This design comes from an exercise in tuning for small area and a short achievable clock period on the open sky130 flow, not from production work.
Where RTL was checked, it was by simulation tests only, not by an equivalence proof against the original.
Power is estimated from default activity; no workload was simulated.

## proc
module proc (
    input         clk,
    input         reset,
    input         intrq,
    input         ioskp,
    input  [11:0] mq,
    input         mql,
    output        dfrm_n,
    output        jump_n,
    output        intak_n,
    output        ioinst,
    output        mdl_n,
    output [11:0] md_n,
    output        mread_n,
    output        mwrite_n);
    genvar i;
    reg s_f1, s_f2, s_d1, s_d2, s_d3, s_e1, s_e2, s_e3, s_i1;
    reg [11:9] ir;
    reg        ir8;
    reg        iotf;                      
    reg [11:0] ac, ma, pc;
    reg        lnk;
    wire acz     = ~| ac;
    wire ir0     = ir == 3'o0;
    wire ir1     = ir == 3'o1;
    wire ir2     = ir == 3'o2;
    wire ir3     = ir == 3'o3;
    wire ir4     = ir == 3'o4;
    wire ir5     = ir == 3'o5;
    wire ir6     = ir == 3'o6;
    wire ir7     = ir == 3'o7;
    wire iotd    = iotf;
    wire grpa    = s_e1 & ir7 & ~ ma[8];
    wire grpb    = s_e1 & ir7 & ma[8] & ~ iotf;
    wire arith1  = s_e1 & ~ ir[11] & ~ ir[10];
    wire isz1    = s_e1 & ir2;
    wire dca1    = s_e1 & ir3;
    wire jms1    = s_e1 & ir4;
    wire jmp1    = s_e1 & ir5;
    wire iot1    = s_e1 & iotd;
    wire and2    = s_e2 & (ir0 | ir1 & acz);
    wire tad2    = s_e2 & ir1 & ~ acz;
  ...
For scale: ~36 I/O pins.
Settings: LEC_CHECK=0, CAP_MARGIN=20, CORE_MARGIN=2, CORE_UTILIZATION=40, SETUP_SLACK_MARGIN=3.0, SLEW_MARGIN=20; clock period 6.5 ns.
standard.sh (not shown) runs the stock make flow with config.mk's settings and CLKGATE_MAP_FILE= SYNTH_SCRIPT=/design/flow/synth_recipe.tcl, a recipe that flattens the netlist after the stock synthesis.
==> flow/flow/run.sh <==
#!/bin/bash
# Standard synthesis, then the combinational logic re-mapped by ABC (flip-flops untouched),
# then the standard layout from the re-mapped netlist. Each tool's output goes to its own log.
set -euo pipefail
W=$(pwd)
F=$W/flow
R=$W/orfs/results/$FLOW_PLATFORM/proc/base
YOSYS=$FLOW_HOME/../tools/install/yosys/bin/yosys
[[ -x $YOSYS ]] || YOSYS=yosys
bash standard.sh synth > $W/log_synth.txt 2>&1
cp $R/1_2_yosys.v $W/standard_netlist.v
if REMAP_LIB=$FLOW_HOME/platforms/sky130hd/lib/sky130_fd_sc_hd__tt_025C_1v80.lib \
   REMAP_IN=$W/standard_netlist.v REMAP_OUT=$W/remap_netlist.v REMAP_TOP=$FLOW_TOP \
   REMAP_ABC=$F/remap.abc REMAP_STAT_IN=$W/remap_stat_in.txt REMAP_STAT_OUT=$W/remap_stat_out.txt \
   $YOSYS -c $F/remap.tcl > $W/log_remap.txt 2>&1 &&
   python3 $F/flops.py $W/standard_netlist.v | sort > $W/flops_standard.txt &&
   python3 $F/flops.py $W/remap_netlist.v | sort > $W/flops_remap.txt &&
   cmp -s $W/flops_standard.txt $W/flops_remap.txt; then
  echo "using the re-mapped netlist" > $W/remap_choice.txt
  cp $W/remap_netlist.v $R/1_2_yosys.v
  rm -f $R/1_synth.odb $R/1_synth.sdc
else
  echo "re-map failed or changed the flip-flops: using the standard netlist" > $W/remap_choice.txt
fi
bash standard.sh "BUFFER_PORTS_ARGS=-buffer_cell sky130_fd_sc_hd__buf_1" finish > $W/log_layout.txt 2>&1
Other scripts of this flow, unchanged in this note and not shown: flow/flow/flops.py, flow/flow/remap.abc, flow/flow/remap.tcl
Change:
--- a/flow/design.v
+++ b/flow/design.v
@@ -59,27 +59,24 @@
     end endgenerate
     wire [11:0] pcinc = pc ^ {pcc[11:1], ~ skip};
     wire [11:0] ix = s_e2 & ir[11] ? ma : mq;
     wire [11:0] ixc;
     assign ixc[0] = 1'b1;
     generate for (i = 1; i < 12; i = i + 1) begin : g_ixc
         assign ixc[i] = & ix[i-1:0];
     end endgenerate
     wire [11:0] ixinc = ix ^ ixc;
-    wire e1iot = s_e1 & ir[11] & ir[10];
-    wire selp  = s_f1 | s_e2 & ir[11] | e1iot & ~ iotd;               
-    wire selm  = s_d1 | s_d3 | s_e1 & ~ (ir[11] & ir[10]) | s_e3;     
-    wire sela  = e1iot & iotd | s_e2 & ~ ir[11];                      
-    wire [11:0] mdo = {12{selp}} & pc | {12{selm}} & ma | {12{sela}} & ac;
+    reg q_selp, q_selm, q_sela, q_rda, q_rdb;
+    wire [11:0] mdo = {12{q_selp}} & pc | {12{q_selm}} & ma | {12{q_sela}} & ac;
     wire brk = jmp1 | jms3 | grpb;
     assign md_n     = ~ mdo;
     assign mdl_n    = ~ lnk;
-    assign mread_n  = ~ (s_f1 | s_d1 | arith1 | isz1 | brk & ~ intrq);
+    assign mread_n  = ~ (q_rda | q_rdb & ~ intrq);
     assign mwrite_n = ~ (s_d1 & autoidx | jms1 | dca1 | isz1 | s_i1);
     assign dfrm_n   = ~ (s_e1 & ~ ir[11] & ir8);
     assign jump_n   = ~ (s_e1 & ir[11] & ~ ir[10]);
     assign intak_n  = ~ s_i1;
     assign ioinst   = iot1;
     wire [11:0] tp = ma;
     wire [11:0] tg = ~ ma & ac;
     wire [2:0]  bg, bp;
     generate for (i = 0; i < 3; i = i + 1) begin : g_blk
@@ -120,45 +117,63 @@
     wire r_one  = ma[3] & ma[2];
     wire [12:0] rot = {13{r_nop}} & ls |
                       {13{r_bsw}} & {newl, gsum[5:0], gsum[11:6]} |
                       {13{r_ral}} & {ls[11:0], ls[12]} |
                       {13{r_rtl}} & {ls[10:0], ls[12:11]} |
                       {13{r_rar}} & {ls[0], ls[12:1]} |
                       {13{r_rtr}} & {ls[1:0], ls[12:2]} |
                       {13{r_one}};
     wire endinst = and2 | tad3 | dca2 | isz3 | iot2 | grpa;
+    wire n_f1 = endinst & ~ intrq;
+    wire n_i1 = (endinst | brk) & intrq;
+    wire n_f2 = s_f1 | brk & ~ intrq;
+    wire n_d1 = s_f2 & meminst & mq[8];
+    wire n_d3 = s_d2 & autoidx;
+    wire f2e1 = s_f2 & ~ (meminst & mq[8]);                  
+    wire ide1 = s_d2 & ~ autoidx | s_d3;                      
+    wire n_e1 = f2e1 | ide1;
+    wire n_e2 = s_e1 & (~ ir[11] | ir4 | iotd) | s_i1;
+    wire n_e3 = s_e2 & (ir1 & ~ acz | ir2 | ir4);
+    wire mqiot = mq[11:9] == 3'o6 | mq[11:8] == 4'b1111 & (| mq[2:0]);
     always @(posedge clk or posedge reset) begin
         if (reset) begin
             {s_f1, s_f2, s_d1, s_d2, s_d3, s_e1, s_e2, s_e3, s_i1} <= 9'b100000000;
+            {q_selp, q_selm, q_sela, q_rda, q_rdb} <= 5'b10010;
         end else begin
-            s_f1 <= endinst & ~ intrq;
-            s_i1 <= (endinst | brk) & intrq;
-            s_f2 <= s_f1 | brk & ~ intrq;
-            s_d1 <= s_f2 & meminst & mq[8];
+            s_f1 <= n_f1;
+            s_i1 <= n_i1;
+            s_f2 <= n_f2;
+            s_d1 <= n_d1;
             s_d2 <= s_d1;
-            s_d3 <= s_d2 & autoidx;
-            s_e1 <= s_f2 & ~ (meminst & mq[8]) | s_d2 & ~ autoidx | s_d3;
-            s_e2 <= s_e1 & (~ ir[11] | ir4 | iotd) | s_i1;
-            s_e3 <= s_e2 & (ir1 & ~ acz | ir2 | ir4);
+            s_d3 <= n_d3;
+            s_e1 <= n_e1;
+            s_e2 <= n_e2;
+            s_e3 <= n_e3;
+            q_selp <= n_f1 | jms1 | s_i1 | s_f2 & mqgrpb;
+            q_selm <= s_f2 & meminst | s_d2 | s_d3 | s_e2 & (ir2 | ir4);
+            q_sela <= s_f2 & mqiot | dca1;
+            q_rda  <= n_f1 | n_d1 | f2e1 & ~ mq[11] & ~ (mq[10] & mq[9]) |
+                      ide1 & ~ ir[11] & ~ (ir[10] & ir[9]);
+            q_rdb  <= f2e1 & mq[11:9] == 3'o5 | ide1 & ir5 | s_e2 & ir4 | s_f2 & mqgrpb;
         end
     end
     wire pcinc_en = s_f2 | isz3 & ~| ma | iot2 & ioskp;
     always @(posedge clk or posedge reset) begin
         if (reset)             pc <= 12'o0000;
         else if (jmp1 | jms3)  pc <= ma;
         else if (pcinc_en)     pc <= pcinc;
     end
     always @(posedge clk) begin
         if (s_i1)      ir <= 3'o4;
         else if (s_f2) ir <= mq[11:9];
         if (s_f2)      ir8 <= mq[8];
         if (s_i1)      iotf <= 1'b0;
-        else if (s_f2) iotf <= mq[11:9] == 3'o6 | mq[11:8] == 4'b1111 & (| mq[2:0]);
+        else if (s_f2) iotf <= mqiot;
     end
     always @(posedge clk) begin
         if (s_f2)                              ma <= {meminst ? (pc[11:7] & {5{mq[7]}}) : mq[11:7], mq[6:0]};
         else if (s_d2 & autoidx | isz2 | jms2) ma <= ixinc;
         else if (s_d2)                         ma <= mq;
         else if (tad2)                         ma <= mq ^ ac;
         else if (s_i1)                         ma <= 12'o0000;
     end
     wire acmq = s_e2 & (ir[11] | ~ ir[10]);       
Outcome:
- first-iteration DRC count increases by 23%
- global-route usage increases by 0.80 points
- die area increases by 7.6%
- maximum frequency increases by 0.64%
- critical path depth increases by 5
- setup slack gets better by 0.022 ns
- total power increases by 21%
- area after synthesis increases by 7.9%
- cell area increases by 4.5%
- non-clock buffer count decreases by 14
- clock skew decreases by 0.0041 ns
No functional check of the RTL was part of the second run of this note.

[separate check: timing with driven ports]
Ports are ideal in the flow. The routed layouts listed here were re-timed in OpenROAD.
Step 1 (the two cells are an assumption about what drives the block):
set clk [get_ports {clk}]
set_driving_cell -lib_cell sky130_fd_sc_hd__clkbuf_16 $clk
set_driving_cell -lib_cell sky130_fd_sc_hd__buf_2 [delete_from_list [all_inputs] $clk]
Step 2 adds t to the input delays and takes it off the output delays; t is the mean of the earliest and latest rising clock arrival at the registers after step 1. Input paths then give back, and output paths get back, about the clock's delay inside the block.
Three values: ideal ports, drivers, drivers and shift; two values: the first two.
| run | t, ns | setup WS [ns] | hold WS [ns] | worst setup path at the end | latest minus earliest clock arrival (ns) |
|---|---|---|---|---|---|
| the first run | 0.345 | 3.089 / 3.048 / 2.813 | 0.462 / 0.462 / 0.462 | input to register | 0.015 / 0.015 |
| the second run | 0.341 | 3.111 / 3.111 / 2.857 | 0.389 / 0.389 / 0.389 | input to register | 0.011 / 0.011 |
After both steps every run listed still meets setup and hold. For the first run, which loses most, drivers alone change the setup slack by -0.041 ns; drivers and shift together by -0.276 ns.
